This design comes from an exercise in tuning for a short achievable clock period and few clock cycles on the open sky130 flow, not from production work.
The RTL was checked by simulation tests, not by an equivalence proof against the original design.
Power is estimated from default activity; no workload was simulated.

<file path="design/flow/config.mk">
export PLATFORM = sky130hd
export DESIGN_NAME = cpu
export DESIGN_NICKNAME = cpu
export VERILOG_FILES = /design/flow/design.v
export SDC_FILE = /design/flow/constraint.sdc
export NUM_CORES = 4
export LEC_CHECK = 0
export ABC_CLOCK_PERIOD_IN_PS = 200
export CAP_MARGIN = 20
export CORE_MARGIN = 2
export CORE_UTILIZATION = 40
export SLEW_MARGIN = 20
</file>
<file path="design/flow/flow/run.sh">
#!/bin/bash
# Standard ORFS layout, with timing repair aiming well below the 10 ns constraint.
set -euo pipefail
bash standard.sh SETUP_SLACK_MARGIN=7.5 finish > flow_make.log 2>&1
</file>
<file path="design/flow/constraint.sdc">
create_clock -name core_clock -period 10.0 [get_ports {clk}]
set_input_delay 2.0000 -clock core_clock [delete_from_list [all_inputs] [get_ports {clk}]]
set_output_delay 2.0000 -clock core_clock [all_outputs]
set_load 0.01 [all_outputs]
</file>
<file path="design/flow/standard.sh">
#!/bin/bash
# synth_recipe.tcl (not shown) runs the flow's synth.tcl, then flattens the netlist and writes it again
# the make line also repeats each setting of config.mk as NAME=value (left out here)
make -C /OpenROAD-flow-scripts/flow DESIGN_CONFIG=/design/flow/config.mk WORK_HOME=/design/flow/orfs CLKGATE_MAP_FILE= SYNTH_SCRIPT=/design/flow/synth_recipe.tcl "${@:-finish}"
</file>
<file path="design/flow/design.v">
module Decoder_3_to_8
	(
	 input [2:0] select_bits,
	 input enable_bit,
	 output reg [7:0] out
	);
	always @*
		case({enable_bit, select_bits})
			4'b0000, 4'b0001, 4'b0010, 4'b0011, 4'b0100, 4'b0101, 4'b0110, 4'b0111: out = 8'h00;
			4'b1000: out = 8'h01;
			4'b1001: out = 8'h02;
			4'b1010: out = 8'h04;
			4'b1011: out = 8'h08;
			4'b1100: out = 8'h10;
			4'b1101: out = 8'h20;
			4'b1110: out = 8'h40;
			4'b1111: out = 8'h80;
		endcase
endmodule
module Decoder_4_to_16
	(
	 input [3:0] select_bits,
	 input enable_bit,
	 output reg [15:0] out
	);
	always @*
		case({enable_bit, select_bits})
			5'b00000, 5'b00001, 5'b00010, 5'b00011, 5'b00100, 5'b00101, 5'b00110,
				5'b00111, 5'b01000, 5'b01001, 5'b01010, 5'b01011, 5'b01100,
				5'b01101, 5'b01110, 5'b01111: out = 16'h0000;
			5'b10000: out = 16'h0001;
			5'b10001: out = 16'h0002;
			5'b10010: out = 16'h0004;
			5'b10011: out = 16'h0008;
			5'b10100: out = 16'h0010;
			5'b10101: out = 16'h0020;
			5'b10110: out = 16'h0040;
			5'b10111: out = 16'h0080;
			5'b11000: out = 16'h0100;
			5'b11001: out = 16'h0200;
			5'b11010: out = 16'h0400;
			5'b11011: out = 16'h0800;
			5'b11100: out = 16'h1000;
			5'b11101: out = 16'h2000;
			5'b11110: out = 16'h4000;
			5'b11111: out = 16'h8000;
		endcase
endmodule
module Mux_16(
	input [15:0] i1,
	input [15:0] i2,
	input [15:0] i3,
	input [15:0] i4,
	input [15:0] i5,
	input [15:0] i6,
	input [15:0] i7,
	input [15:0] i8,
	input [15:0] i9,
	input [15:0] i10,
	input [15:0] i11,
	input [15:0] i12,
	input [15:0] i13,
	input [15:0] i14,
	input [15:0] i15,
	input [15:0] i16,
	input [3:0] selector,
	output reg [15:0] o
	);
	always @* 
		case ({selector})
			4'h0: o = i1;
			4'h1: o = i2;
			4'h2: o = i3;
			4'h3: o = i4;
			4'h4: o = i5;
			4'h5: o = i6;
			4'h6: o = i7;
			4'h7: o = i8;
			4'h8: o = i9;
			4'h9: o = i10;
			4'ha: o = i11;
			4'hb: o = i12;
			4'hc: o = i13;
			4'hd: o = i14;
			4'he: o = i15;
			4'hf: o = i16;
		endcase
endmodule
module ALU(
	input [15:0] a,
	input [15:0] b,
	input [3:0] Imm,
	input [1:0] Alu_Control,
	output reg [15:0] Result
	);
 reg [15:0] extended_Imm;
 integer i;
 always @* 
	begin 
		extended_Imm [0]= Imm[0];
		extended_Imm [1]= Imm[1];
		extended_Imm [2]= Imm[2];
		extended_Imm [3]= Imm[3];
		for( i=4 ; i<16; i=i+1 )
			extended_Imm[i] = Imm[3];
		if( Alu_Control[0] == 0 & Alu_Control[1] == 0)
			Result = a & b;
		else if(Alu_Control[0] == 0 & Alu_Control[1] == 1)
			Result = a & extended_Imm;
		else if(Alu_Control[0] == 1 & Alu_Control[1] == 0)
			Result = a + b;
		else begin
			if(Imm[3] == 1) begin
				extended_Imm = ~extended_Imm + 1;
				Result = a - extended_Imm;
			end
			else
				Result = a + extended_Imm;
		end
	end
endmodule 
module Comparator(
		input [15:0] a,
		input [15:0] b,
		input compareSignal,
		input Clock,
		input Reset,
		output reg zf,cf
	);
	always @(posedge Clock)
		begin
			if (Reset) begin
				zf <= 1'b0;
				cf <= 1'b0;
			end
			else if (compareSignal) begin
				zf <= (a == b);
				cf <= (a < b);
			end
		end
endmodule
module Jump_Condition_Checker
	(
	 input [2:0] jump_signal,
	 input zf, cf, jumpCondCheck,
	 output reg jump_condition_result
	);
	wire [7:0] decoder_result;
	reg je, ja, jb, jbe, jae;
	Decoder_3_to_8 decoder(jump_signal, 1'b1, decoder_result);
	always @*
	begin
		je = (zf & ~cf) & decoder_result[0] & jumpCondCheck;
		ja = (~zf & ~cf) & decoder_result[1] & jumpCondCheck;
		jb = (~zf & cf) & decoder_result[2] & jumpCondCheck;
		jbe = ((~zf & cf) | (zf & ~cf)) & decoder_result[3] & jumpCondCheck;
		jae = ((~zf & ~cf) | (zf & ~cf)) & decoder_result[4] & jumpCondCheck;
		jump_condition_result = je | ja | jb | jbe | jae;
	end
endmodule
module Register_File
	(
	 input [15:0] data_to_write,
	 input regWrite,
	 input [3:0] register_to_write,
	 input [3:0] output_a_selector,
	 input [3:0] output_b_selector,
	 output reg [15:0] output_a,
	 output reg [15:0] output_b,
	 input Clock
	);
	reg [15:0] reg1, reg2, reg3, reg4, reg5, reg6, reg7, reg8, reg9, reg10, reg11,
			   reg12, reg13, reg14, reg15, reg16;
	wire [15:0] decoded_value;
	integer i;
	Decoder_4_to_16 decoder(register_to_write, 1'b1, decoded_value);
	always @(posedge Clock) begin
		if(decoded_value[0] & regWrite)
			reg1 <= data_to_write;
		else if(decoded_value[1] & regWrite)
			reg2 <= data_to_write;
		else if(decoded_value[2] & regWrite)
			reg3 <= data_to_write;
		else if(decoded_value[3] & regWrite)
			reg4 <= data_to_write;
		else if(decoded_value[4] & regWrite)
			reg5 <= data_to_write;
		else if(decoded_value[5] & regWrite)
			reg6 <= data_to_write;
		else if(decoded_value[6] & regWrite)
			reg7 <= data_to_write;
		else if(decoded_value[7] & regWrite)
			reg8 <= data_to_write;
		else if(decoded_value[8] & regWrite)
			reg9 <= data_to_write;
		else if(decoded_value[9] & regWrite)
			reg10 <= data_to_write;
		else if(decoded_value[10] & regWrite)
			reg11 <= data_to_write;
		else if(decoded_value[11] & regWrite)
			reg12 <= data_to_write;
		else if(decoded_value[12] & regWrite)
			reg13 <= data_to_write;
		else if(decoded_value[13] & regWrite)
			reg14 <= data_to_write;
		else if(decoded_value[14] & regWrite)
			reg15 <= data_to_write;
		else if(decoded_value[15] & regWrite)
			reg16 <= data_to_write;
	end
	wire [15:0] a, b;
	Mux_16 a_mux(reg1, reg2, reg3, reg4, reg5, reg6, reg7, reg8, reg9, reg10, reg11,
			   reg12, reg13, reg14, reg15, reg16, output_a_selector, a);
	Mux_16 b_mux(reg1, reg2, reg3, reg4, reg5, reg6, reg7, reg8, reg9, reg10, reg11,
			   reg12, reg13, reg14, reg15, reg16, output_b_selector, b);
	always @* begin
		output_a <= a;
		output_b <= b;
	end
endmodule
module Control_Unit(
		input [3:0] opcode,
		input Clock,
		input Reset,
		output reg pcReadsignal,
		output reg instRead,
		output reg loadData,
		output reg regWrite,
		output reg pcWrite,
		output reg changePc,
		output reg [2:0] jumpSignal,
		output reg [1:0] aluControl,
		output reg dataMemRead,
		output reg memWrite,
		output reg jumpCondCheck,
		output reg compareSignal
	);
	reg [2:0] state,stateNext;
	reg changePcReg;
	always @(state, opcode)
		begin
			pcReadsignal <= ((~state[0]) & (~state[1]) & (~state[2]));
			instRead <= (state[0] & ~state[1] & ~state[2]);
			loadData <= (~state[0] & state[1] & ~state[2] & ~opcode[2] & ~opcode[3]);
			regWrite <= (~state[0] & state[1] & ~state[2] & ~opcode[2] & ~opcode[3]) | (~state[0] & state[1] & ~state[2] & opcode[0] & ~opcode[1] & opcode[2] & ~opcode[3]);
			pcWrite <= state[2];
			changePcReg <= (state[0] & state[1] & ~state[2] & opcode[0] & opcode[1] & opcode[2] & ~opcode[3]) | (state[0] & state[1] & ~state[2] & opcode[3]);
			jumpSignal[0] <= opcode[0] ;  jumpSignal[1] <= opcode[1] ;  jumpSignal[2] <= opcode[2] ; 
			aluControl[0] <= opcode[0] ;  aluControl[1] <= opcode[1] ;
			dataMemRead <= (~state[0] & state[1] & ~state[2] & opcode[0] & ~opcode[1] & opcode[2] & ~opcode[3]);
			memWrite <= (~state[0] & state[1] & ~state[2] & ~opcode[0] & opcode[1] & opcode[2] & ~opcode[3]);
			jumpCondCheck <= opcode[3];
			compareSignal <= (~state[0] & state[1] & ~state[2] & ~opcode[0] & ~opcode[1] & opcode[2] & ~opcode[3]);
			stateNext[0] <= (~state[0] & ~state[1] & ~state[2]) | (~state[0] & state[1] & ~state[2]);
			stateNext[1] <= (state[0] & ~state[1] & ~state[2])  | (~state[0] & state[1] & ~state[2]);
			stateNext[2] <= (state[0] & state[1] & ~state[2]);
		end
	always @(posedge Clock) 
		begin
			if (Reset) begin
				state <= 3'b000;
				changePc <= 1'b0;
			end
			else begin
				state <= stateNext;
				changePc <= changePcReg;
			end
		end
endmodule
module cpu(
	input clk,
	input rst,
	output [11:0] imem_addr,
	input [15:0] imem_rdata,
	output [7:0] dmem_addr,
	output [15:0] dmem_wdata,
	output dmem_we,
	input [15:0] dmem_rdata
);
function [11:0] add12;
	input [11:0] a, b;
	reg [11:0] g, p, p0;
	integer i, d;
	begin
		g = a & b;
		p = a ^ b;
		p0 = p;
		for (d = 1; d < 12; d = d * 2)
			for (i = 11; i >= d; i = i - 1) begin
				g[i] = g[i] | (p[i] & g[i-d]);
				p[i] = p[i] & p[i-d];
			end
		add12 = p0 ^ {g[10:0], 1'b0};
	end
endfunction
function [15:0] add16;
	input [15:0] a, b;
	reg [15:0] g, p, p0;
	integer i, d;
	begin
		g = a & b;
		p = a ^ b;
		p0 = p;
		for (d = 1; d < 16; d = d * 2)
			for (i = 15; i >= d; i = i - 1) begin
				g[i] = g[i] | (p[i] & g[i-d]);
				p[i] = p[i] & p[i-d];
			end
		add16 = p0 ^ {g[14:0], 1'b0};
	end
endfunction
function [11:0] inc12;
	input [11:0] a;
	integer i;
	begin
		for (i = 0; i < 12; i = i + 1)
			inc12[i] = a[i] ^ (&(a | ~((12'd1 << i) - 12'd1)));
	end
endfunction
function less16;
	input [15:0] a, b;
	reg [15:0] lt, eq;
	integer i, d;
	begin
		lt = ~a & b;
		eq = ~(a ^ b);
		for (d = 1; d < 16; d = d * 2)
			for (i = 15; i >= d; i = i - 1) begin
				lt[i] = lt[i] | (eq[i] & lt[i-d]);
				eq[i] = eq[i] & eq[i-d];
			end
		less16 = lt[15];
	end
endfunction
reg [11:0] pc;
wire [15:0] i0 = imem_rdata;
wire [3:0] op0 = i0[15:12];
wire [11:0] pc1 = inc12(pc);
wire [11:0] pc2 = inc12(pc1);
wire [11:0] tgt0 = add12(pc, i0[11:0]);
reg [15:0] c_ins [0:15];
reg [7:0]  c_tag [0:15];
reg [15:0] c_v;
wire [15:0] i1 = c_ins[pc1[3:0]];
wire hit1 = c_v[pc1[3:0]] & (c_tag[pc1[3:0]] == pc1[11:4]);
wire [3:0] op1 = i1[15:12];
wire [11:0] tgt1 = add12(pc1, i1[11:0]);
reg [3:0]  r_asel0, r_bsel0, r_dsel0, r_asel1, r_bsel1, r_dsel1;
reg [7:0]  r_addr0, r_addr1;
reg        r_wr0, r_ld0, r_st0, r_cmp0, r_and0, r_imm0;
reg        r_wr1, r_ld1, r_st1, r_cmp1, r_and1, r_imm1;
reg [15:0] eA0, eB0, eA1, eB1;
reg [3:0]  e_d0, e_d1;
reg        e_wr0, e_ld0, e_and0, e_wr1, e_ld1, e_and1;
reg        st_we;
reg [7:0]  daddr;
reg [15:0] sdata;
reg        zf, cf;
reg [15:0] rf [0:15];
wire [15:0] e_res0 = e_ld0 ? dmem_rdata : (e_and0 ? (eA0 & eB0) : add16(eA0, eB0));
wire [15:0] e_res1 = e_ld1 ? dmem_rdata : (e_and1 ? (eA1 & eB1) : add16(eA1, eB1));
function [15:0] operand;
	input [3:0] sel;
	input wr0, wr1;
	input [3:0] d0, d1;
	input [15:0] res0, res1, regv;
	begin
		if (wr0 & (d0 == sel))
			operand = res0;
		else if (wr1 & (d1 == sel))
			operand = res1;
		else
			operand = regv;
	end
endfunction
wire [15:0] opA0 = operand(r_asel0, e_wr0, e_wr1, e_d0, e_d1, e_res0, e_res1, rf[r_asel0]);
wire [15:0] opB0 = r_imm0 ? {{12{r_bsel0[3]}}, r_bsel0} :
                   operand(r_bsel0, e_wr0, e_wr1, e_d0, e_d1, e_res0, e_res1, rf[r_bsel0]);
wire [15:0] opA1 = operand(r_asel1, e_wr0, e_wr1, e_d0, e_d1, e_res0, e_res1, rf[r_asel1]);
wire [15:0] opB1 = r_imm1 ? {{12{r_bsel1[3]}}, r_bsel1} :
                   operand(r_bsel1, e_wr0, e_wr1, e_d0, e_d1, e_res0, e_res1, rf[r_bsel1]);
wire zf_r = r_cmp1 ? (opA1 == opB1) : (opA0 == opB0);
wire cf_r = r_cmp1 ? less16(opA1, opB1) : less16(opA0, opB0);
wire r_cmp = r_cmp0 | r_cmp1;
wire zf_u = r_cmp ? zf_r : zf;
wire cf_u = r_cmp ? cf_r : cf;
wire take0 = (op0 == 4'h7) |
             ((op0 == 4'h8) & zf_u) |
             ((op0 == 4'h9) & ~zf_u & ~cf_u) |
             ((op0 == 4'hA) & cf_u) |
             ((op0 == 4'hB) & (zf_u | cf_u)) |
             ((op0 == 4'hC) & ~cf_u);
wire wr0 = ~op0[3] & ~op0[2] | (op0 == 4'h5);
wire wr1 = ~op1[3] & ~op1[2] | (op1 == 4'h5);
wire mem0 = (op0 == 4'h5) | (op0 == 4'h6);
wire mem1 = (op1 == 4'h5) | (op1 == 4'h6);
wire jcc1 = op1[3] & ~(op1[2] & (op1[1] | op1[0]));
wire rda1 = ~op1[3] & (~op1[2] | ~op1[1] & ~op1[0]);         
wire rdb1 = ~op1[3] & ~op1[1] & (~op1[2] | ~op1[0]);         
wire rdd1 = (op1 == 4'h6);
wire raw = wr0 & ((rda1 & (i1[7:4] == i0[11:8])) |
                  (rdb1 & (i1[3:0] == i0[11:8])) |
                  (rdd1 & (i1[11:8] == i0[11:8])));
wire waw = wr0 & wr1 & (i1[11:8] == i0[11:8]);
wire pair = hit1 & ~take0 & ~jcc1 & ~(mem0 & mem1) & ~raw & ~waw &
            ~((op0 == 4'h4) & (op1 == 4'h4));
wire take1 = (op1 == 4'h7);
always @(posedge clk) begin
	if (rst)
		pc <= 12'h000;
	else if (take0)
		pc <= tgt0;
	else if (pair & take1)
		pc <= tgt1;
	else if (pair)
		pc <= pc2;
	else
		pc <= pc1;
	if (rst)
		c_v <= 16'h0000;
	else
		c_v[pc[3:0]] <= 1'b1;
	c_ins[pc[3:0]] <= i0;
	c_tag[pc[3:0]] <= pc[11:4];
	r_asel0 <= (op0 == 4'h6) ? i0[11:8] : i0[7:4];
	r_bsel0 <= i0[3:0];
	r_dsel0 <= i0[11:8];
	r_addr0 <= i0[7:0];
	r_wr0  <= ~rst & wr0;
	r_ld0  <= (op0 == 4'h5);
	r_st0  <= ~rst & (op0 == 4'h6);
	r_cmp0 <= ~rst & (op0 == 4'h4);
	r_and0 <= (op0 == 4'h0) | (op0 == 4'h2);
	r_imm0 <= (op0 == 4'h2) | (op0 == 4'h3);
	r_asel1 <= (op1 == 4'h6) ? i1[11:8] : i1[7:4];
	r_bsel1 <= i1[3:0];
	r_dsel1 <= i1[11:8];
	r_addr1 <= i1[7:0];
	r_wr1  <= ~rst & pair & wr1;
	r_ld1  <= (op1 == 4'h5);
	r_st1  <= ~rst & pair & (op1 == 4'h6);
	r_cmp1 <= ~rst & pair & (op1 == 4'h4);
	r_and1 <= (op1 == 4'h0) | (op1 == 4'h2);
	r_imm1 <= (op1 == 4'h2) | (op1 == 4'h3);
	eA0 <= opA0;
	eB0 <= opB0;
	eA1 <= opA1;
	eB1 <= opB1;
	e_d0 <= r_dsel0;
	e_d1 <= r_dsel1;
	e_wr0 <= ~rst & r_wr0;
	e_wr1 <= ~rst & r_wr1;
	e_ld0 <= r_ld0;
	e_ld1 <= r_ld1;
	e_and0 <= r_and0;
	e_and1 <= r_and1;
	st_we <= ~rst & (r_st0 | r_st1);
	if (r_ld1 & r_wr1 | r_st1)
		daddr <= r_addr1;
	else if (r_ld0 | r_st0)
		daddr <= r_addr0;
	if (r_st1)
		sdata <= opA1;
	else if (r_st0)
		sdata <= opA0;
	if (e_wr0)
		rf[e_d0] <= e_res0;
	if (e_wr1)
		rf[e_d1] <= e_res1;
	if (rst) begin
		zf <= 1'b0;
		cf <= 1'b0;
	end
	else if (r_cmp) begin
		zf <= zf_r;
		cf <= cf_r;
	end
end
assign imem_addr = pc;
assign dmem_addr = daddr;
assign dmem_wdata = sdata;
assign dmem_we = st_we;
endmodule
</file>
==> flow_summary.json, run 1 <==
{
  "outcome": "aborted with a tool error",
  "stop_stage": "global routing",
  "error": "[ERROR GRT-0232] Routing congestion too high. Check the congestion heatmap in the GUI.",
  "ios": 71,
  "die_h_um": 337,
  "root_buffer": "clkbuf_16",
  "port_buffers": 70,
  "placed_area_um2": 47300,
  "cts_buffers": 90,
  "ys_ff_latch": 817,
  "synth_area_um2": 44500,
  "grt_start_max_net_pins": 49,
  "netlist_instances": 3280,
  "gp_congestion": 0.937,
  "yosysTopAreaCell": "edfxtp_1",
  "async_reset_ff_share_pct": 0,
  "cts_buffer_depth": 3,
  "synthFlopType": "edfxtp_1",
  "synth_cell_types": 82,
  "synth-edff-count": 664,
  "place_ws_ps": 2730,
  "synth.net_count": 3416,
  "ys_seq_area_share_pct": 51.7,
  "htreeDepth": 3,
  "core.rowCount": 122,
  "ys_warn_count": 1,
  "dp_hpwl_um": 92200,
  "cts.sinks": 817,
  "synth.avg_cell_area_um2": 13.6,
  "yosys.area.top_type_share_pct": 44.8,
  "netlist_top_cells_count": "edfxtp_1, mux4_2, nand2_1",
  "initial_core_util_pct": 40.2,
  "grt-ovfl-total": 1,
  "track_usage_pct": 29.2,
  "synth_area_leaders": "edfxtp_1, mux4_2, dfxtp_1",
  "dieWidth_um": 337,
  "yosysMostFrequentCell": "edfxtp_1"
}
[power groups by stage]
stage | sequential (mW) | combinational (mW) | clock [mW]
floorplan | 4.24 | 4.75 | 0
global placement | 4.48 | 6.01 | 0
CTS | 4.32 | 8.94 | 3.48
detailed placement | 4.48 | 6.04 | 0
[worst max-delay path by stage]
| stage | from | endpoint | slack, ps |
|---|---|---|---|
| 2_1_floorplan | dmem_rdata[1] | pc[3] | 4840 |
| 3_3_place_gp | dmem_rdata[14] | pc[5] | 2800 |
| 3_5_place_dp | dmem_rdata[14] | pc[6] | 2730 |
| 4_1_cts | eB1[0] | pc[9] | 4580 |
[metal layers]
metal  overflow  GRT usage, %
met4          0          16.6
met1          0          39.8
met2          1          42.5
met3          0          7.38
met5          0             0
[stage by stage]
step,hold slack (ps),cells,utilization (%),power [mW]
floorplan,310,3280,-,8.99
global placement,311,4658,42.8,10.5
detailed placement,314,4658,42.8,10.5
CTS,309,5069,49.8,16.7
[kinds of logic after synthesis]
logic type / count (synthesis) / synth area share, %
compound gates: 639 / 8.26
xor+xnor: 97 / 1.91
flops: 817 / 51.7
mux: 552 / 24.6
buf+inv: 348 / 3.24
simple gates: 725 / 7.29
fa+ha+maj: 102 / 2.94
[repair_timing]
| action | CTS |
|---|---|
| setup buffers | 186 |
| pin swaps | 114 |
| cloned | 55 |
| endpoints found under the setup margin | 714 |
| gates resized for setup | 700 |
| hold buffers | 0 |
Testbench counts, summed over its fixed seeds: cycles 39,213.
==> run 2: changes to the inputs <==
--- a/design/flow/design.v
+++ b/design/flow/design.v
@@ -345,12 +345,16 @@
 wire hit1 = c_v[pc1[3:0]] & (c_tag[pc1[3:0]] == pc1[11:4]);
 wire [3:0] op1 = i1[15:12];
-wire [11:0] tgt1 = add12(pc1, i1[11:0]);
 reg [3:0]  r_asel0, r_bsel0, r_dsel0, r_asel1, r_bsel1, r_dsel1;
 reg [7:0]  r_addr0, r_addr1;
 reg        r_wr0, r_ld0, r_st0, r_cmp0, r_and0, r_imm0;
 reg        r_wr1, r_ld1, r_st1, r_cmp1, r_and1, r_imm1;
+reg        r_jcc, r_pred;
+reg [4:0]  r_cond;
+reg [11:0] r_alt;
 reg [15:0] eA0, eB0, eA1, eB1;
 reg [3:0]  e_d0, e_d1;
 reg        e_wr0, e_ld0, e_and0, e_wr1, e_ld1, e_and1;
+reg [15:0] cA, cB;
+reg        e_cmp;
 reg        st_we;
 reg [7:0]  daddr;
@@ -360,4 +364,8 @@
 wire [15:0] e_res0 = e_ld0 ? dmem_rdata : (e_and0 ? (eA0 & eB0) : add16(eA0, eB0));
 wire [15:0] e_res1 = e_ld1 ? dmem_rdata : (e_and1 ? (eA1 & eB1) : add16(eA1, eB1));
+wire zf_e = (cA == cB);
+wire cf_e = less16(cA, cB);
+wire zf_x = e_cmp ? zf_e : zf;
+wire cf_x = e_cmp ? cf_e : cf;
 function [15:0] operand;
 	input [3:0] sel;
@@ -374,4 +382,9 @@
 	end
 endfunction
+function cond;
+	input [4:0] c;
+	input z, f;
+	cond = (c[0] & z) | (c[1] & ~z & ~f) | (c[2] & f) | (c[3] & (z | f)) | (c[4] & ~f);
+endfunction
 wire [15:0] opA0 = operand(r_asel0, e_wr0, e_wr1, e_d0, e_d1, e_res0, e_res1, rf[r_asel0]);
 wire [15:0] opB0 = r_imm0 ? {{12{r_bsel0[3]}}, r_bsel0} :
@@ -380,20 +393,15 @@
 wire [15:0] opB1 = r_imm1 ? {{12{r_bsel1[3]}}, r_bsel1} :
                    operand(r_bsel1, e_wr0, e_wr1, e_d0, e_d1, e_res0, e_res1, rf[r_bsel1]);
-wire zf_r = r_cmp1 ? (opA1 == opB1) : (opA0 == opB0);
-wire cf_r = r_cmp1 ? less16(opA1, opB1) : less16(opA0, opB0);
 wire r_cmp = r_cmp0 | r_cmp1;
-wire zf_u = r_cmp ? zf_r : zf;
-wire cf_u = r_cmp ? cf_r : cf;
-wire take0 = (op0 == 4'h7) |
-             ((op0 == 4'h8) & zf_u) |
-             ((op0 == 4'h9) & ~zf_u & ~cf_u) |
-             ((op0 == 4'hA) & cf_u) |
-             ((op0 == 4'hB) & (zf_u | cf_u)) |
-             ((op0 == 4'hC) & ~cf_u);
+wire mispred = r_jcc & (cond(r_cond, zf_x, cf_x) ^ r_pred);
+wire [4:0] cond0 = {op0 == 4'hC, op0 == 4'hB, op0 == 4'hA, op0 == 4'h9, op0 == 4'h8};
+wire jcc0 = |cond0;
+wire pred0 = i0[11] | cond0[3] | cond0[4];
+wire take0 = (op0 == 4'h7) | jcc0 & pred0;
 wire wr0 = ~op0[3] & ~op0[2] | (op0 == 4'h5);
 wire wr1 = ~op1[3] & ~op1[2] | (op1 == 4'h5);
 wire mem0 = (op0 == 4'h5) | (op0 == 4'h6);
 wire mem1 = (op1 == 4'h5) | (op1 == 4'h6);
-wire jcc1 = op1[3] & ~(op1[2] & (op1[1] | op1[0]));
+wire jmp1 = op1[3] & ~(op1[2] & (op1[1] | op1[0])) | (op1 == 4'h7);    
 wire rda1 = ~op1[3] & (~op1[2] | ~op1[1] & ~op1[0]);         
 wire rdb1 = ~op1[3] & ~op1[1] & (~op1[2] | ~op1[0]);         
@@ -403,14 +411,14 @@
                   (rdd1 & (i1[11:8] == i0[11:8])));
 wire waw = wr0 & wr1 & (i1[11:8] == i0[11:8]);
-wire pair = hit1 & ~take0 & ~jcc1 & ~(mem0 & mem1) & ~raw & ~waw &
+wire pair = hit1 & ~jcc0 & (op0 != 4'h7) & ~jmp1 & ~(mem0 & mem1) & ~raw & ~waw &
             ~((op0 == 4'h4) & (op1 == 4'h4));
-wire take1 = (op1 == 4'h7);
+wire kill = rst | mispred;
 always @(posedge clk) begin
 	if (rst)
 		pc <= 12'h000;
+	else if (mispred)
+		pc <= r_alt;
 	else if (take0)
 		pc <= tgt0;
-	else if (pair & take1)
-		pc <= tgt1;
 	else if (pair)
 		pc <= pc2;
@@ -423,12 +431,16 @@
 	c_ins[pc[3:0]] <= i0;
 	c_tag[pc[3:0]] <= pc[11:4];
+	r_jcc <= ~kill & jcc0;
+	r_pred <= pred0;
+	r_cond <= cond0;
+	r_alt <= pred0 ? pc1 : tgt0;
 	r_asel0 <= (op0 == 4'h6) ? i0[11:8] : i0[7:4];
 	r_bsel0 <= i0[3:0];
 	r_dsel0 <= i0[11:8];
 	r_addr0 <= i0[7:0];
-	r_wr0  <= ~rst & wr0;
+	r_wr0  <= ~kill & wr0;
 	r_ld0  <= (op0 == 4'h5);
-	r_st0  <= ~rst & (op0 == 4'h6);
-	r_cmp0 <= ~rst & (op0 == 4'h4);
+	r_st0  <= ~kill & (op0 == 4'h6);
+	r_cmp0 <= ~kill & (op0 == 4'h4);
 	r_and0 <= (op0 == 4'h0) | (op0 == 4'h2);
 	r_imm0 <= (op0 == 4'h2) | (op0 == 4'h3);
@@ -437,8 +449,8 @@
 	r_dsel1 <= i1[11:8];
 	r_addr1 <= i1[7:0];
-	r_wr1  <= ~rst & pair & wr1;
+	r_wr1  <= ~kill & pair & wr1;
 	r_ld1  <= (op1 == 4'h5);
-	r_st1  <= ~rst & pair & (op1 == 4'h6);
-	r_cmp1 <= ~rst & pair & (op1 == 4'h4);
+	r_st1  <= ~kill & pair & (op1 == 4'h6);
+	r_cmp1 <= ~kill & pair & (op1 == 4'h4);
 	r_and1 <= (op1 == 4'h0) | (op1 == 4'h2);
 	r_imm1 <= (op1 == 4'h2) | (op1 == 4'h3);
@@ -455,4 +467,9 @@
 	e_and0 <= r_and0;
 	e_and1 <= r_and1;
+	e_cmp <= ~rst & r_cmp;
+	if (r_cmp) begin
+		cA <= r_cmp1 ? opA1 : opA0;
+		cB <= r_cmp1 ? opB1 : opB0;
+	end
 	st_we <= ~rst & (r_st0 | r_st1);
 	if (r_ld1 & r_wr1 | r_st1)
@@ -472,7 +489,7 @@
 		cf <= 1'b0;
 	end
-	else if (r_cmp) begin
-		zf <= zf_r;
-		cf <= cf_r;
+	else if (e_cmp) begin
+		zf <= zf_e;
+		cf <= cf_e;
 	end
 end
==> design/flow/flow/run.sh (replaced) <==
#!/bin/bash
# Standard ORFS layout (standard synthesis), with timing repair aiming well
# below the 10 ns constraint, free resizing across cell footprints, and
# port buffers of a normal drive strength.
set -euo pipefail
bash standard.sh SETUP_SLACK_MARGIN=7.5 MATCH_CELL_FOOTPRINT=0 \
  'BUFFER_PORTS_ARGS=-buffer_cell sky130_fd_sc_hd__buf_4' finish > flow_make.log 2>&1
--- a/design/flow/config.mk
+++ b/design/flow/config.mk
@@ -9,4 +9,4 @@
 export CAP_MARGIN = 20
 export CORE_MARGIN = 2
-export CORE_UTILIZATION = 40
+export CORE_UTILIZATION = 30
 export SLEW_MARGIN = 20
==> flow_summary.json, run 2 <==
{
  "fin_ws_ps": 6070,
  "synth-edff-count": 696,
  "dp_hpwl_um": 92700,
  "fin_cells": 5913,
  "htreeDepth": 3,
  "setup-violations-final": 0,
  "cp-start-kind": "primary input",
  "dieWidth_um": 396,
  "slew_headroom_pct": -39.3,
  "cts_tree": "yes",
  "final-hold-violation-count": 0,
  "cts_buffers": 89,
  "die_h_um": 396,
  "core.rowCount": 143,
  "cts_buffer_depth": 3,
  "clk_latency_ps": 730,
  "cp-end-kind": "register",
  "finalCriticalPeriod_ps": 3930,
  "synth.net_count": 3543,
  "power_frac_comb_pct": 54.0,
  "synth_area_um2": 46200,
  "yosysTopAreaCell": "edfxtp_1",
  "async_reset_ff_share_pct": 0,
  "crit_path_max_fanout": 26,
  "rsz0062_at_grt": "true",
  "ys_seq_area_share_pct": 52.7,
  "ys_warn_count": 1,
  "crit_type": "primary input to register",
  "outcome": "finished with violations",
  "vias": 35600,
  "area_delta_synth_final_pct": 33.0,
  "place_ws_ps": 4250,
  "pwr_density_cell_nw_per_um2": 293,
  "drc_errors": 0,
  "cts.sinks": 869,
  "final_cell_mix": "edfxtp_1, mux4_2, nand2_1",
  "ios": 71,
  "drive_above_1_share_pct": 46.4,
  "routedWlPerCell_um": 30.8,
  "core_area_um2": 152000,
  "netlist_top_cells_count": "edfxtp_1, nand2_1, mux4_2",
  "synth_cell_types": 87,
  "die_area_um2": 157000,
  "track_usage_pct": 22.0,
  "max_freq_mhz": 255,
  "power_frac_seq_pct": 25.3,
  "swShare_pct": 39.8,
  "grt_start_max_net_pins": 43,
  "drt-pass1-iter-count": 10,
  "dp.cells": 5324,
  "detail_route.wirelength_um": 182000,
  "fin_crit_sh_pct": 39.3,
  "yosys.area.top_type_share_pct": 45.2,
  "ys_ff_latch": 869,
  "root_buffer": "clkbuf_16",
  "drv_slew": 4,
  "synth.avg_cell_area_um2": 13.4,
  "p_int_mw": 10.8,
  "grt-ovfl-total": 0,
  "antenna_left": 0,
  "crit_chain": "buf_6 -> or4b_4 -> nor2_1 -> nand3_1 -> o311ai_4 -> a2111oi_4 -> buf_4 -> nand4_1 -> nor4_1 -> nand2_1 -> nor4bb_2",
  "cap_violations": 1,
  "clk_pin_slew_ps": 60,
  "antenna_found_initial": 10,
  "fin_nets": 3911,
  "grt_pass1_vias": 33800,
  "p_switching_mw": 7.16,
  "final.fill_count": 13700,
  "crit_family": "simple AND/OR/NAND/NOR gates",
  "netlist_instances": 3435,
  "finClkSkew_ps": 53.0,
  "synth_area_leaders": "edfxtp_1, mux4_2, dfxtp_1",
  "crit_arrival_ps": 4520,
  "finalPower_mw": 18.0,
  "ir_drop_v": 0.000250,
  "so.violations": "capacitance limit, slew limit",
  "pwr-share-clk_pct": 20.7,
  "critical-path-max-stage-delay_ps": 470,
  "p_leak_nw": 20.9,
  "synthFlopType": "edfxtp_1",
  "layout.cells.most_common": "edfxtp_1",
  "gp_congestion": 0.904,
  "initial_core_util_pct": 30.3,
  "grt_first_pass_wirelength_um": 248000,
  "hold_class": "register to register",
  "setup_tns_ps": 0,
  "vias_per_cell": 6.02,
  "drt_iter0_markers": 5694,
  "port_buffers": 70,
  "worstMarginPinSlew_ps": 2080,
  "required_ps": 10590,
  "yosysMostFrequentCell": "edfxtp_1",
  "worst-path-buf-inv": 2,
  "fin_util_pct": 40.3,
  "slowest_stage": "nor4_1"
}
==> run 2: cell types whose count changed after synthesis, sizes merged, moves of 20 or more <==
cell,delta
o21ai,-32
ha,-27
dfxtp,+20
inv,+21
mux2i,+55
nand2,+20
edfxtp,+32
==> run 2: stage by stage <==
| stage | hold WS (ps) | instance area [um^2] |
|---|---|---|
| floorplan | 310 | 47200 |
| global route | 333 | 61400 |
| finish | 325 | 61400 |
| detailed placement | 312 | 49600 |
| global placement | 311 | 49600 |
| CTS | 326 | 58400 |
==> run 2: layer usage <==
metal	part of all wire (%)	up-vias	wire, um	track usage [%]
met3	13	735	24500	7.01
met1	35	17600	64000	27.6
met2	43	3007	79000	32.9
met4	7.9	10	14300	13.4
met5	0.037	-	67	0
li1	-	14200	-	-
==> run 2: final cells by class <==
cell class / instances / area (um^2) / share of cell area, %
Multi-Input combinational cell: 2242 / 24500 / 39.9
Sequential cell: 869 / 24500 / 39.8
Timing Repair Buffer: 513 / 6270 / 10.2
Tap cell: 2030 / 2540 / 4.13
Clock buffer: 102 / 2360 / 3.84
Clock inverter: 66 / 901 / 1.47
Inverter: 88 / 403 / 0.656
Antenna cell: 3 / 7.51 / 0.0122
==> run 2: final timing paths <==
path	from	end	cells after the start	slack [ps]
max	imem_rdata[15]	r_cmp1	11	6070
min	r_and1	e_and1	0	330
max reg2reg	pc[0]	r_cmp1	13	6080
min reg2reg	r_and1	e_and1	0	330
==> run 2: kinds of logic (layout without fill, tap and decap cells) <==
| group | after synthesis | count (layout) | share of synthesized area (%) |
|---|---|---|---|
| muxes | 599 | 601 | 24.2 |
| other | 0 | 3 | 0 |
| and+or+nand+nor | 783 | 796 | 7.56 |
| AOI/OAI and AO/OA | 657 | 679 | 8.42 |
| buffers and inverters | 362 | 769 | 3.26 |
| xor gates and xnor gates | 91 | 92 | 1.74 |
| adders and majority gates | 74 | 74 | 2.05 |
| DFF | 869 | 869 | 52.7 |
==> run 2: timing repair <==
item                                    4_1_cts  5_1_grt
hold buffers                                  0        0
cloned                                       68       11
setup buffers                               219      118
endpoints found under the setup margin      597      594
pin swaps                                   163      159
resized for setup                           573      380
==> run 2: power by group through the flow <==
stage               logic, mW  clock network [mW]  registers (mW)
floorplan                4.42                   0            4.49
global placement         5.33                   0            4.75
detailed placement       5.38                   0            4.75
CTS                      8.03                3.75            4.54
global route             9.93                3.89            4.57
finish                   9.72                3.72            4.55
Testbench counts of run 2, summed over its fixed seeds: cycles 41,397.
==> run 3: changes to the inputs <==
--- a/design/flow/design.v
+++ b/design/flow/design.v
@@ -342,6 +342,8 @@
 reg [7:0]  c_tag [0:15];
 reg [15:0] c_v;
-wire [15:0] i1 = c_ins[pc1[3:0]];
-wire hit1 = c_v[pc1[3:0]] & (c_tag[pc1[3:0]] == pc1[11:4]);
+wire [3:0] c_wi = pc[3:0] - 4'd1;
+wire [7:0] pc1_hi = (&pc[3:0]) ? pc[11:4] + 8'd1 : pc[11:4];
+wire [15:0] i1 = c_ins[pc[3:0]];
+wire hit1 = c_v[pc[3:0]] & (c_tag[pc[3:0]] == pc1_hi);
 wire [3:0] op1 = i1[15:12];
 reg [3:0]  r_asel0, r_bsel0, r_dsel0, r_asel1, r_bsel1, r_dsel1;
@@ -428,7 +430,7 @@
 		c_v <= 16'h0000;
 	else
-		c_v[pc[3:0]] <= 1'b1;
-	c_ins[pc[3:0]] <= i0;
-	c_tag[pc[3:0]] <= pc[11:4];
+		c_v[c_wi] <= 1'b1;
+	c_ins[c_wi] <= i0;
+	c_tag[c_wi] <= pc[11:4];
 	r_jcc <= ~kill & jcc0;
 	r_pred <= pred0;
==> flow_summary.json, run 3 <==
{
  "rsz0062_at_grt": "true",
  "vias_per_cell": 6.09,
  "grt_pass1_vias": 33700,
  "port_buffers": 70,
  "max_freq_mhz": 275,
  "dp_hpwl_um": 94100,
  "synth.avg_cell_area_um2": 13.7,
  "cp-start-kind": "register",
  "required_ps": 10650,
  "multi_input_area_um2": 24900,
  "drt_iter0_markers": 5194,
  "outcome": "timing/DRC/antenna clean",
  "dieWidth_um": 396,
  "layout.cells.most_common": "edfxtp_1",
  "ios": 71,
  "seqCellArea_um2": 24500,
  "min_from": "r_dsel0[0]",
  "final-hold-violation-count": 0,
  "clk_latency_ps": 740,
  "synth_area_um2": 46000,
  "detail_route.wirelength_um": 187000,
  "vias": 36200,
  "grt_first_pass_wirelength_um": 251000,
  "synthFlopType": "edfxtp_1",
  "initial_core_util_pct": 30.2,
  "r2r_slack_ps": 6360,
  "fin_crit_sh_pct": 36.4,
  "track_usage_pct": 22.3,
  "ys_ff_latch": 869,
  "setup-violations-final": 0,
  "cts_buffers": 91,
  "cp-end-kind": "register",
  "die_area_um2": 156000,
  "yosys.area.top_type_share_pct": 45.4,
  "fin_nets": 3947,
  "die_h_um": 396,
  "p_leak_nw": 21.6,
  "slew_headroom_pct": 22.7,
  "synth_area_leaders": "edfxtp_1, mux4_2, dfxtp_1",
  "ys_warn_count": 1,
  "r2r-start": "pc[0]",
  "finClkSkew_ps": 65.1,
  "routedWlPerCell_um": 31.5,
  "dp.cells": 5263,
  "setup_tns_ps": 0,
  "final.fill_count": 13500,
  "drc_errors": 0,
  "cts_hold_buf": 0,
  "crit_type": "register to register",
  "hold_class": "register to register",
  "core.rowCount": 143,
  "finalCriticalPeriod_ps": 3640,
  "core_area_um2": 152000,
  "ys_seq_area_share_pct": 53.0,
  "synth_cell_types": 85,
  "fin_cells": 5945,
  "antenna_left": 0,
  "htreeDepth": 3,
  "yosysTopAreaCell": "edfxtp_1",
  "final_cell_mix": "edfxtp_1, mux4_2, nand2_1",
  "cap_violations": 0,
  "crit_path_max_fanout": 7,
  "drive_above_1_share_pct": 49.5,
  "gp_congestion": 0.881,
  "clk_pin_slew_ps": 70,
  "antenna_found_initial": 3,
  "crit_arrival_ps": 4290,
  "grt-ovfl-total": 0,
  "drv_slew": 0,
  "synth.net_count": 3476,
  "netlist_instances": 3365,
  "cts.sinks": 869,
  "drt-pass1-iter-count": 8,
  "worstMarginPinSlew_ps": 1160,
  "netlist_top_cells_count": "edfxtp_1, mux4_2, nand2_1",
  "cts_tree": "yes",
  "pwr_density_cell_nw_per_um2": 278,
  "synth-edff-count": 696,
  "root_buffer": "clkbuf_16",
  "cts_buffer_depth": 3,
  "ir_drop_v": 0.000249,
  "yosysMostFrequentCell": "edfxtp_1",
  "setup.worst_path.start": "pc[0]",
  "async_reset_ff_share_pct": 0,
  "grt_start_max_net_pins": 46,
  "area_delta_synth_final_pct": 36.2
}
## run 3: cell types whose count changed after synthesis, moves of 17 or more
cell / change
mux2i_1: -55
o21ai_0: +17
and2_1: -21
a21oi_1: -26
mux4_1: +17
nand2_1: -20
## run 3: logic make-up (layout without fill, tap and decap cells)
family / Yosys count / after routing / synth area share (%)
DFF: 869 / 869 / 53.0
and+or+nand+nor: 774 / 796 / 7.51
AOI/OAI and AO/OA: 641 / 667 / 8.29
muxes: 561 / 561 / 24.2
buffers and inverters: 355 / 856 / 3.23
xor gates and xnor gates: 88 / 88 / 1.68
adders and majority gates: 77 / 77 / 2.14
other: 0 / 1 / 0
## run 3: timing repair
item / CTS / global route
cloned: 68 / 26
setup endpoints to repair: 1045 / 970
gates resized for setup: 632 / 469
hold endpoints to repair: 0 / 0
pin swaps: 153 / 215
buffers inserted: 281 / 135
## run 3: critical path: stages (launching register included)
cell and delay, ps:
dfxtp_4 440, buf_4 140, buf_6 110, clkbuf_16 150, buf_4 120, mux4_2 490, a22o_1 280, a221oi_2 300
xnor2_1 180, nand4_1 180, nor4_4 180, buf_6 190, and4_4 260, nand2_1 60, a311o_1 340, a21oi_1 120
## run 3: through the flow
step | util (%) | power [mW] | setup WS [ps] | hold WS, ps | area (um^2)
after global placement | 32.6 | 9.63 | 5090 | 310 | 49500
after detailed placement | 32.6 | 9.67 | 5010 | 312 | 49500
after floorplan | - | 8.47 | 6120 | 310 | 47400
after CTS | 38.9 | 15.6 | 6470 | 324 | 59100
after global routing | 41.2 | 17.8 | 6320 | 322 | 62600
final | 41.2 | 17.4 | 6360 | 322 | 62600
## run 3: final cells by class
type / count / area share, %
diodes: 1 / 0.00399
clock buffers: 114 / 3.96
clock inverters: 57 / 0.953
inverters: 76 / 0.523
multi-input cells: 2189 / 39.7
flip-flops and latches: 869 / 39.1
well taps: 2030 / 4.05
repair buffers: 608 / 11.8
repair inverters: 1 / 0.0120
## run 3: report_power, final
part	leakage (nW)	internal, mW	switching, mW
Combinational	12.4	4.22	5.09
Sequential	7.80	4.39	0.209
Clock	1.50	1.94	1.59
Total	21.6	10.5	6.89
## run 3: per-layer routing
metal	GRT usage, %	vias to the layer above	routed length [um]
met3	6.06	784	24200
met1	28.7	18200	66600
met2	33.9	2977	82100
met5	0	-	22
li1	-	14300	-
met4	12.4	4	14600
## run 3: worst paths after layout
| path | end | cells past startpoint |
|---|---|---|
| min | e_d0[0] | 0 |
| min reg2reg | e_d0[0] | 0 |
| max | pc[4] | 15 |
| max reg2reg | pc[4] | 15 |
Testbench counts of run 3, summed over its fixed seeds: cycles 41,397.
==> run 4: changes to the inputs <==
--- a/design/flow/design.v
+++ b/design/flow/design.v
@@ -338,12 +338,24 @@
 wire [11:0] pc1 = inc12(pc);
 wire [11:0] pc2 = inc12(pc1);
-wire [11:0] tgt0 = add12(pc, i0[11:0]);
-reg [15:0] c_ins [0:15];
-reg [7:0]  c_tag [0:15];
+wire [11:0] tgt0;
+adder12 u_tgt(.a(pc), .b(i0[11:0]), .s(tgt0));
+wire [15:0] tgt0_oh = 16'd1 << tgt0[3:0];
+reg [255:0] c_ins;
+reg [127:0] c_tag;
 reg [15:0] c_v;
-wire [3:0] c_wi = pc[3:0] - 4'd1;
-wire [7:0] pc1_hi = (&pc[3:0]) ? pc[11:4] + 8'd1 : pc[11:4];
-wire [15:0] i1 = c_ins[pc[3:0]];
-wire hit1 = c_v[pc[3:0]] & (c_tag[pc[3:0]] == pc1_hi);
+reg [15:0] pc_oh;
+wire [7:0] pc_hi1 = pc[11:4] + 8'd1;
+reg [15:0] i1;
+reg [15:0] c_match;
+integer j;
+always @* begin
+	i1 = 16'h0000;
+	for (j = 0; j < 16; j = j + 1) begin
+		i1 = i1 | ({16{pc_oh[j]}} & c_ins[16*j +: 16]);
+		c_match[j] = c_v[j] & (c_tag[8*j +: 8] == ((j == 15) ? pc_hi1 : pc[11:4]));
+	end
+end
+wire hit1 = |(pc_oh & c_match);
+wire [15:0] c_we = {pc_oh[0], pc_oh[15:1]};    
 wire [3:0] op1 = i1[15:12];
 reg [3:0]  r_asel0, r_bsel0, r_dsel0, r_asel1, r_bsel1, r_dsel1;
@@ -354,4 +366,5 @@
 reg [4:0]  r_cond;
 reg [11:0] r_alt;
+reg [15:0] r_alt_oh;
 reg [15:0] eA0, eB0, eA1, eB1;
 reg [3:0]  e_d0, e_d1;
@@ -409,9 +422,9 @@
 wire rdb1 = ~op1[3] & ~op1[1] & (~op1[2] | ~op1[0]);         
 wire rdd1 = (op1 == 4'h6);
-wire raw = wr0 & ((rda1 & (i1[7:4] == i0[11:8])) |
-                  (rdb1 & (i1[3:0] == i0[11:8])) |
-                  (rdd1 & (i1[11:8] == i0[11:8])));
-wire waw = wr0 & wr1 & (i1[11:8] == i0[11:8]);
-wire pair = hit1 & ~jcc0 & (op0 != 4'h7) & ~jmp1 & ~(mem0 & mem1) & ~raw & ~waw &
+wire [15:0] use1 = ({16{rda1}} & (16'd1 << i1[7:4])) |
+                   ({16{rdb1}} & (16'd1 << i1[3:0])) |
+                   ({16{rdd1 | wr1}} & (16'd1 << i1[11:8]));
+wire ok1 = hit1 & ~jmp1;
+wire pair = ok1 & ~jcc0 & (op0 != 4'h7) & ~(mem0 & mem1) & ~(wr0 & use1[i0[11:8]]) &
             ~((op0 == 4'h4) & (op1 == 4'h4));
 wire kill = rst | mispred;
@@ -419,22 +432,36 @@
 	if (rst)
 		pc <= 12'h000;
+	else if (pair & ~mispred)
+		pc <= pc2;
 	else if (mispred)
 		pc <= r_alt;
 	else if (take0)
 		pc <= tgt0;
-	else if (pair)
-		pc <= pc2;
 	else
 		pc <= pc1;
 	if (rst)
+		pc_oh <= 16'h0001;
+	else if (pair & ~mispred)
+		pc_oh <= {pc_oh[13:0], pc_oh[15:14]};
+	else if (mispred)
+		pc_oh <= r_alt_oh;
+	else if (take0)
+		pc_oh <= tgt0_oh;
+	else
+		pc_oh <= {pc_oh[14:0], pc_oh[15]};
+	for (j = 0; j < 16; j = j + 1)
+		if (c_we[j]) begin
+			c_ins[16*j +: 16] <= i0;
+			c_tag[8*j +: 8] <= pc[11:4];
+		end
+	if (rst)
 		c_v <= 16'h0000;
 	else
-		c_v[c_wi] <= 1'b1;
-	c_ins[c_wi] <= i0;
-	c_tag[c_wi] <= pc[11:4];
+		c_v <= c_v | c_we;
 	r_jcc <= ~kill & jcc0;
 	r_pred <= pred0;
 	r_cond <= cond0;
 	r_alt <= pred0 ? pc1 : tgt0;
+	r_alt_oh <= pred0 ? {pc_oh[14:0], pc_oh[15]} : tgt0_oh;
 	r_asel0 <= (op0 == 4'h6) ? i0[11:8] : i0[7:4];
 	r_bsel0 <= i0[3:0];
@@ -475,12 +502,6 @@
 	end
 	st_we <= ~rst & (r_st0 | r_st1);
-	if (r_ld1 & r_wr1 | r_st1)
-		daddr <= r_addr1;
-	else if (r_ld0 | r_st0)
-		daddr <= r_addr0;
-	if (r_st1)
-		sdata <= opA1;
-	else if (r_st0)
-		sdata <= opA0;
+	daddr <= (r_ld1 & r_wr1 | r_st1) ? r_addr1 : r_addr0;
+	sdata <= r_st1 ? opA1 : opA0;
 	if (e_wr0)
 		rf[e_d0] <= e_res0;
@@ -501,2 +522,21 @@
 assign dmem_we = st_we;
 endmodule
+module adder12(
+	input [11:0] a,
+	input [11:0] b,
+	output [11:0] s
+);
+	reg [11:0] g, p, p0;
+	integer i, d;
+	always @* begin
+		g = a & b;
+		p = a ^ b;
+		p0 = p;
+		for (d = 1; d < 12; d = d * 2)
+			for (i = 11; i >= d; i = i - 1) begin
+				g[i] = g[i] | (p[i] & g[i-d]);
+				p[i] = p[i] & p[i-d];
+			end
+	end
+	assign s = p0 ^ {g[10:0], 1'b0};
+endmodule
==> design/flow/flow/run.sh (replaced) <==
#!/bin/bash
# Standard ORFS layout (standard synthesis), with timing repair aiming well
# below the 10 ns constraint, free resizing across cell footprints, port
# buffers of a normal drive strength, and no gate cloning (its clones were
# left with slow input nets after routing).
set -euo pipefail
bash standard.sh SETUP_SLACK_MARGIN=7.5 MATCH_CELL_FOOTPRINT=0 SKIP_GATE_CLONING=1 \
  'BUFFER_PORTS_ARGS=-buffer_cell sky130_fd_sc_hd__buf_4' finish > flow_make.log 2>&1
--- a/design/flow/config.mk
+++ b/design/flow/config.mk
@@ -7,6 +7,7 @@
 export LEC_CHECK = 0
 export ABC_CLOCK_PERIOD_IN_PS = 200
-export CAP_MARGIN = 20
+export CAP_MARGIN = 30
 export CORE_MARGIN = 2
 export CORE_UTILIZATION = 30
-export SLEW_MARGIN = 20
+export SLEW_MARGIN = 30
+export SYNTH_HIERARCHICAL = 1
==> flow_summary.json, run 4 <==
{
  "critPathMostFrequentCell": "buf_4",
  "final-hold-violation-count": 0,
  "seqCellArea_um2": 24900,
  "port_buffers": 70,
  "ys_seq_area_share_pct": 52.2,
  "critical-path-max-stage-delay_ps": 380,
  "vias": 37400,
  "grt_pass1_vias": 35500,
  "drt-pass1-iter-count": 8,
  "multi_input_area_um2": 25200,
  "synth.net_count": 3783,
  "die_area_um2": 161000,
  "antenna_found_initial": 4,
  "vias_per_cell": 5.95,
  "required_ps": 10590,
  "crit_family": "compound AO/OA/AOI/OAI gates",
  "fin_hold_ws_ps": 326,
  "rr_endpoint": "pc_oh[0]",
  "cts.sinks": 901,
  "yosys.area.top_type_share_pct": 42.5,
  "ys_warn_count": 8,
  "min_from": "r_and0",
  "drive_above_1_share_pct": 47.6,
  "synth.avg_cell_area_um2": 12.9,
  "layout.cells.most_common": "edfxtp_1",
  "synthFlopType": "edfxtp_1",
  "drv_slew": 0,
  "netlist_instances": 3677,
  "crit_type": "register to register",
  "gp_congestion": 0.879,
  "root_buffer": "clkbuf_16",
  "area_delta_synth_final_pct": 36.9,
  "r2r_slack_ps": 6540,
  "async_reset_ff_share_pct": 0,
  "r2r-start": "pc_oh[3]",
  "cts_tree": "yes",
  "dieWidth_um": 402,
  "crit_chain": "buf_16 -> buf_4 -> a22oi_2 -> nand2_2 -> nor4_4 -> buf_4 -> o2111ai_2 -> o311ai_2 -> a211oi_1 -> nor3_2 -> buf_4 -> o311ai_4 -> buf_12 -> buf_12 -> a311o_1",
  "finalCriticalPeriod_ps": 3460,
  "initial_core_util_pct": 30.3,
  "fin_crit_sh_pct": 34.6,
  "pwr_density_cell_nw_per_um2": 263,
  "slew_headroom_pct": 36.3,
  "synth_area_leaders": "edfxtp_1, mux4_2, dfxtp_1",
  "outcome": "timing/DRC/antenna clean",
  "yosysTopAreaCell": "edfxtp_1",
  "worstMarginPinSlew_ps": 953,
  "rsz0062_at_grt": "true",
  "grt_first_pass_wirelength_um": 259000,
  "r2r_cells": 15,
  "crit_path_max_fanout": 7,
  "detail_route.wirelength_um": 188000,
  "track_usage_pct": 22.0,
  "cap_violations": 0,
  "die_h_um": 402,
  "grt_start_max_net_pins": 46,
  "clk_latency_ps": 720,
  "final_cell_mix": "edfxtp_1, mux4_2, buf_4",
  "cts_buffers": 93,
  "clk_pin_slew_ps": 70,
  "netlist_top_cells_count": "edfxtp_1, nand2_1, mux4_2",
  "slowest_stage": "dfxtp_4",
  "htreeDepth": 3,
  "ir_drop_v": 0.000305,
  "antenna_left": 0,
  "worst-path-buf-inv": 6,
  "cp-start-kind": "register",
  "yosysMostFrequentCell": "edfxtp_1",
  "finClkSkew_ps": 27.9,
  "grt-ovfl-total": 0,
  "ios": 71,
  "setup_tns_ps": 0,
  "routedWlPerCell_um": 29.9,
  "p_leak_nw": 22.8,
  "cp-end-kind": "register",
  "ys_ff_latch": 901,
  "max_freq_mhz": 289,
  "setup.worst_path.start": "pc_oh[3]",
  "hold_class": "register to register",
  "cts_buffer_depth": 3,
  "core_area_um2": 157000,
  "synth_area_um2": 47500,
  "drt_iter0_markers": 4988,
  "core.rowCount": 145,
  "synth_cell_types": 96,
  "fin_util_pct": 41.5,
  "fin_nets": 4252,
  "setup-violations-final": 0,
  "final.fill_count": 14100,
  "drc_errors": 0,
  "synth-edff-count": 672,
  "worstHoldEndpoint": "e_and0",
  "whs_path_depth": 0,
  "dp_hpwl_um": 95100,
  "crit_arrival_ps": 4050
}
[run 4: changes by cell type in the layout (fill, tap and decap cells not counted), sizes merged, moves of 48 or more]
cell / change
dfxtp: +56
mux2i: +48
o21ai: -85
buf: +118
xor2: +55
mux4: -108
a22oi: +62
xnor2: +59
[run 4: worst reg2reg max path, stage by stage (launching register included)]
cell and delay, ps:
dfxtp_4 380, buf_16 170, buf_4 160, a22oi_2 170, nand2_2 80, nor4_4 360, buf_4 180, o2111ai_2 170
o311ai_2 360, a211oi_1 110, nor3_2 300, buf_4 180, o311ai_4 90, buf_12 160, buf_12 130, a311o_1 330
[run 4: area by class of cell]
class,count,share of cell area [%]
Clock buffer,129,4.11
Timing Repair Buffer,692,13.6
Multi-Input combinational cell,2371,38.7
Sequential cell,901,38.4
Inverter,87,0.553
Clock inverter,44,0.689
Tap cell,2058,3.96
Antenna cell,1,0.00385
[run 4: per-layer routing]
| layer | global-route usage [%] | share of wire (%) | vias to the layer above |
|---|---|---|---|
| met5 | 0 | 0.021 | - |
| met1 | 28.1 | 36 | 18900 |
| li1 | - | - | 15200 |
| met3 | 5.05 | 11 | 675 |
| met4 | 13.2 | 7.5 | 6 |
| met2 | 34.0 | 45 | 2606 |
[run 4: cell families (layout without fill, tap and decap cells)]
kind of cell,count (synthesis),count (layout),share of synthesized area (%)
flops,901,901,52.2
simple gates,846,846,8.28
compound gates,728,728,10.4
mux,522,522,19.6
buf+inv,405,952,3.82
xor+xnor,202,202,3.73
fa+ha+maj,73,73,1.97
other cells,0,1,0
[run 4: how the worst max path moves through the flow]
stage,to,cells after the start
5_1_grt,pc_oh[0],14
6_report,pc_oh[0],15
3_3_place_gp,pc[2],13
4_1_cts,pc[11],15
2_1_floorplan,pc[10],13
3_5_place_dp,pc_oh[1],12
[run 4: timing repair]
action	4_1_cts	5_1_grt
hold buffers	0	0
pin swaps	179	114
setup endpoints to repair	560	440
setup buffers	372	140
gates cloned	0	0
gates resized for setup	780	376
[run 4: power breakdown]
group	switching, mW	internal, mW
Combinational	4.78	4.08
Clock	1.59	2.01
Sequential	0.167	4.46
[run 4: per-module statistics from Yosys, one instance, submodules excluded]
module | flip-flops and latches | copies in the design
cpu | 901 | 1
adder12 | 0 | 1
[run 4: stage by stage]
stage          setup WS, ps  instances  instance area (um^2)  power, mW
2_1_floorplan          6170       3677                 49100       8.43
3_3_place_gp           5380       5582                 51300       9.46
3_5_place_dp           5370       5596                 51600       9.53
4_1_cts                6670       6141                 62100       15.9
5_1_grt                6470       6282                 65000       17.5
6_report               6540       6283                 65000       17.1
Testbench counts of run 4, summed over its fixed seeds: cycles 41,397.
==> run 5: changes to the inputs <==
--- a/design/flow/design.v
+++ b/design/flow/design.v
@@ -278,36 +278,4 @@
 	input [15:0] dmem_rdata
 );
-function [11:0] add12;
-	input [11:0] a, b;
-	reg [11:0] g, p, p0;
-	integer i, d;
-	begin
-		g = a & b;
-		p = a ^ b;
-		p0 = p;
-		for (d = 1; d < 12; d = d * 2)
-			for (i = 11; i >= d; i = i - 1) begin
-				g[i] = g[i] | (p[i] & g[i-d]);
-				p[i] = p[i] & p[i-d];
-			end
-		add12 = p0 ^ {g[10:0], 1'b0};
-	end
-endfunction
-function [15:0] add16;
-	input [15:0] a, b;
-	reg [15:0] g, p, p0;
-	integer i, d;
-	begin
-		g = a & b;
-		p = a ^ b;
-		p0 = p;
-		for (d = 1; d < 16; d = d * 2)
-			for (i = 15; i >= d; i = i - 1) begin
-				g[i] = g[i] | (p[i] & g[i-d]);
-				p[i] = p[i] & p[i-d];
-			end
-		add16 = p0 ^ {g[14:0], 1'b0};
-	end
-endfunction
 function [11:0] inc12;
 	input [11:0] a;
@@ -346,16 +314,20 @@
 reg [15:0] pc_oh;
 wire [7:0] pc_hi1 = pc[11:4] + 8'd1;
-reg [15:0] i1;
-reg [15:0] c_match;
+wire [15:0] c_we = {pc_oh[0], pc_oh[15:1]};    
+reg [15:0] i0c, i1;
+reg [15:0] c_match0, c_match1;
 integer j;
 always @* begin
+	i0c = 16'h0000;
 	i1 = 16'h0000;
 	for (j = 0; j < 16; j = j + 1) begin
+		i0c = i0c | ({16{c_we[j]}} & c_ins[16*j +: 16]);
 		i1 = i1 | ({16{pc_oh[j]}} & c_ins[16*j +: 16]);
-		c_match[j] = c_v[j] & (c_tag[8*j +: 8] == ((j == 15) ? pc_hi1 : pc[11:4]));
+		c_match0[j] = c_v[j] & (c_tag[8*j +: 8] == pc[11:4]);
+		c_match1[j] = c_v[j] & (c_tag[8*j +: 8] == ((j == 15) ? pc_hi1 : pc[11:4]));
 	end
 end
-wire hit1 = |(pc_oh & c_match);
-wire [15:0] c_we = {pc_oh[0], pc_oh[15:1]};    
+wire hit0 = |(c_we & c_match0);
+wire hit1 = |(pc_oh & c_match1);
 wire [3:0] op1 = i1[15:12];
 reg [3:0]  r_asel0, r_bsel0, r_dsel0, r_asel1, r_bsel1, r_dsel1;
@@ -377,6 +349,9 @@
 reg        zf, cf;
 reg [15:0] rf [0:15];
-wire [15:0] e_res0 = e_ld0 ? dmem_rdata : (e_and0 ? (eA0 & eB0) : add16(eA0, eB0));
-wire [15:0] e_res1 = e_ld1 ? dmem_rdata : (e_and1 ? (eA1 & eB1) : add16(eA1, eB1));
+wire [15:0] sum0, sum1;
+adder16 u_add0(.a(eA0), .b(eB0), .s(sum0));
+adder16 u_add1(.a(eA1), .b(eB1), .s(sum1));
+wire [15:0] e_res0 = e_ld0 ? dmem_rdata : (e_and0 ? (eA0 & eB0) : sum0);
+wire [15:0] e_res1 = e_ld1 ? dmem_rdata : (e_and1 ? (eA1 & eB1) : sum1);
 wire zf_e = (cA == cB);
 wire cf_e = less16(cA, cB);
@@ -416,5 +391,7 @@
 wire wr0 = ~op0[3] & ~op0[2] | (op0 == 4'h5);
 wire wr1 = ~op1[3] & ~op1[2] | (op1 == 4'h5);
-wire mem0 = (op0 == 4'h5) | (op0 == 4'h6);
+wire [3:0] op0c = i0c[15:12];
+wire wr0c = ~op0c[3] & ~op0c[2] | (op0c == 4'h5);
+wire mem0c = (op0c == 4'h5) | (op0c == 4'h6);
 wire mem1 = (op1 == 4'h5) | (op1 == 4'h6);
 wire jmp1 = op1[3] & ~(op1[2] & (op1[1] | op1[0])) | (op1 == 4'h7);    
@@ -425,29 +402,22 @@
                    ({16{rdb1}} & (16'd1 << i1[3:0])) |
                    ({16{rdd1 | wr1}} & (16'd1 << i1[11:8]));
-wire ok1 = hit1 & ~jmp1;
-wire pair = ok1 & ~jcc0 & (op0 != 4'h7) & ~(mem0 & mem1) & ~(wr0 & use1[i0[11:8]]) &
-            ~((op0 == 4'h4) & (op1 == 4'h4));
+wire pair = hit0 & hit1 & ~jmp1 & ~(op0c[3] & ~(op0c[2] & (op0c[1] | op0c[0]))) & (op0c != 4'h7) &
+            ~(mem0c & mem1) & ~(wr0c & use1[i0c[11:8]]) & ~((op0c == 4'h4) & (op1 == 4'h4));
 wire kill = rst | mispred;
+wire take_now = take0 & ~mispred;
+wire [11:0] pc_other = mispred ? r_alt : (pair ? pc2 : pc1);
+wire [11:0] pc_next = take_now ? tgt0 : pc_other;
+wire [15:0] pc_oh_other = mispred ? r_alt_oh :
+                          (pair ? {pc_oh[13:0], pc_oh[15:14]} : {pc_oh[14:0], pc_oh[15]});
+wire [15:0] pc_oh_next = take_now ? tgt0_oh : pc_oh_other;
 always @(posedge clk) begin
 	if (rst)
 		pc <= 12'h000;
-	else if (pair & ~mispred)
-		pc <= pc2;
-	else if (mispred)
-		pc <= r_alt;
-	else if (take0)
-		pc <= tgt0;
 	else
-		pc <= pc1;
+		pc <= pc_next;
 	if (rst)
 		pc_oh <= 16'h0001;
-	else if (pair & ~mispred)
-		pc_oh <= {pc_oh[13:0], pc_oh[15:14]};
-	else if (mispred)
-		pc_oh <= r_alt_oh;
-	else if (take0)
-		pc_oh <= tgt0_oh;
 	else
-		pc_oh <= {pc_oh[14:0], pc_oh[15]};
+		pc_oh <= pc_oh_next;
 	for (j = 0; j < 16; j = j + 1)
 		if (c_we[j]) begin
@@ -541,2 +511,21 @@
 	assign s = p0 ^ {g[10:0], 1'b0};
 endmodule
+module adder16(
+	input [15:0] a,
+	input [15:0] b,
+	output [15:0] s
+);
+	reg [15:0] g, p, p0;
+	integer i, d;
+	always @* begin
+		g = a & b;
+		p = a ^ b;
+		p0 = p;
+		for (d = 1; d < 16; d = d * 2)
+			for (i = 15; i >= d; i = i - 1) begin
+				g[i] = g[i] | (p[i] & g[i-d]);
+				p[i] = p[i] & p[i-d];
+			end
+	end
+	assign s = p0 ^ {g[14:0], 1'b0};
+endmodule
==> flow_summary.json, run 5 <==
{
  "required_ps": 10450,
  "slew_headroom_pct": 33.9,
  "netlist_instances": 3820,
  "gp_congestion": 0.909,
  "initial_core_util_pct": 30.1,
  "power_frac_comb_pct": 56.0,
  "layout.cells.most_common": "edfxtp_1",
  "r2r_slack_ps": 6330,
  "vias": 38600,
  "ys_seq_area_share_pct": 51.3,
  "synth-compound-area-share_pct": 12.3,
  "synthMuxAreaShare_pct": 18.6,
  "area_delta_synth_final_pct": 37.9,
  "ys_warn_count": 9,
  "place_ws_ps": 5200,
  "p_switching_mw": 7.30,
  "dp_hpwl_um": 98200,
  "worstMarginPinSlew_ps": 990,
  "die_area_um2": 164000,
  "drv_slew": 0,
  "antenna_left": 0,
  "r2r_cells": 16,
  "synth-edff-count": 672,
  "setup-violations-final": 0,
  "max_freq_mhz": 272,
  "hold_class": "register to register",
  "clk_pin_slew_ps": 60,
  "dieWidth_um": 405,
  "pwr-share-clk_pct": 19.1,
  "cts_tree": "yes",
  "grt-ovfl-total": 0,
  "antenna_found_initial": 6,
  "yosysMostFrequentCell": "edfxtp_1",
  "cp-start-kind": "register",
  "outcome": "timing/DRC/antenna clean",
  "synthAdderAreaFrac_pct": 1.86,
  "min_from": "r_ld0",
  "cp-end-kind": "register",
  "pwr_density_cell_nw_per_um2": 286,
  "grt_pass1_vias": 37100,
  "fin_cells": 6560,
  "swShare_pct": 38.3,
  "netlist_top_cells_count": "edfxtp_1, nand2_1, o21ai_0",
  "die_h_um": 405,
  "detail_route.wirelength_um": 190000,
  "fin_hold_ws_ps": 325,
  "yosys.area.top_type_share_pct": 41.8,
  "drt-pass1-iter-count": 9,
  "setup_tns_ps": 0,
  "port_buffers": 70,
  "drt_iter0_markers": 5764,
  "synth.avg_cell_area_um2": 12.6,
  "vias_per_cell": 5.89,
  "finalPower_mw": 19.1,
  "yosysTopAreaCell": "edfxtp_1",
  "rsz0062_at_grt": "true",
  "cts_buffer_depth": 3,
  "core.rowCount": 147,
  "core_area_um2": 160000,
  "critical-path-max-stage-delay_ps": 380,
  "synth_simple_gate_area_share_pct": 8.21,
  "ys_ff_latch": 901,
  "finClkSkew_ps": 41.2,
  "synthFlopType": "edfxtp_1",
  "crit_chain": "ha_4 -> fa_2 -> a21oi_4 -> o221ai_4 -> a31oi_4 -> buf_6 -> o31ai_4 -> xor2_1 -> nor2b_4 -> a31oi_4 -> o21ai_4 -> mux2i_1 -> nor2_2 -> a21oi_4 -> o21ai_2 -> mux2_4",
  "fin_ws_ps": 6330,
  "slowest_stage": "fa_2",
  "crit_arrival_ps": 4120,
  "drc_errors": 0,
  "grt_first_pass_wirelength_um": 263000
}
run 5: metrics by stage:
step / utilization, % / cell area, um^2
floorplan: - / 49900
global placement: 32.7 / 52300
detailed placement: 32.9 / 52700
CTS: 39.5 / 63300
global route: 41.6 / 66600
finish: 41.6 / 66600
run 5: worst max-delay path: cells and delay by family (launching register included):
| family | cells | cell delay, ps |
|---|---|---|
| AND/OR/NAND/NOR | 2 | 230 |
| AO/OA/AOI/OAI | 8 | 1470 |
| flip-flops | 1 | 340 |
| buffers and inverters | 1 | 150 |
| multiplexers | 2 | 530 |
| adder cells (fa/ha/maj) | 2 | 560 |
| XOR/XNOR | 1 | 140 |
run 5: worst min path at each step:
stage	to	slack [ps]	depth (start not counted)
floorplan	e_and0	310	0
global placement	e_d0[3]	310	0
detailed placement	e_and0	310	0
CTS	e_ld0	330	0
global route	e_d0[1]	330	0
finish	e_ld0	330	0
run 5: routing by layer:
metal / vias up / wire length (um) / track usage [%]
met4: 4 / 11100 / 11.1
met3: 630 / 23600 / 5.65
met1: 19400 / 70800 / 29.3
met2: 2768 / 84400 / 33.5
met5: - / 71 / 0
li1: 15800 / - / -
run 5: modules after synthesis, one instance, submodules excluded:
module,flip-flops and latches,times used,cell area [um^2]
adder16,0,2,706
cpu,901,1,46400
adder12,0,1,484
run 5: cell type report:
cell class	count	area [um^2]	share of cell area [%]
Multi-Input combinational cell	2517	26700	40.0
Clock buffer	120	2490	3.74
Sequential cell	901	25000	37.5
Tap cell	2160	2700	4.06
Inverter	96	372	0.558
Antenna cell	1	2.50	0.00376
Timing Repair Buffer	712	8750	13.1
Clock inverter	53	649	0.975
run 5: power groups by stage:
stage          combinational [mW]  clock [mW]  sequential (mW)
6_report                     10.7        3.64             4.75
5_1_grt                      11.0        3.80             4.77
4_1_cts                      8.16        3.65             4.75
3_5_place_dp                 5.62           0             4.89
3_3_place_gp                 5.57           0             4.88
2_1_floorplan                4.42           0             4.70
run 5: repair_timing:
item	in CTS	in global routing
buffers inserted	388	160
endpoints found under the setup margin	497	461
gates resized for setup	758	478
pin swaps	151	132
run 5: cells by family (layout without fill, tap and decap cells):
logic type,Yosys count,after routing
xor gates and xnor gates,218,218
adders and majority gates,70,70
other,0,1
AOI/OAI and AO/OA,896,896
buffers and inverters,402,981
and+or+nand+nor,840,840
DFF,901,901
muxes,493,493
Testbench counts of run 5, summed over its fixed seeds: cycles 41,644.

Check on run 5: ideal ports give 6.329 ns setup slack; a clkbuf_16 on the clock port and buf_2 on the inputs give 6.329 ns; moving port delays by the midpoint clock arrival (0.770 ns) as well gives 5.981 ns.
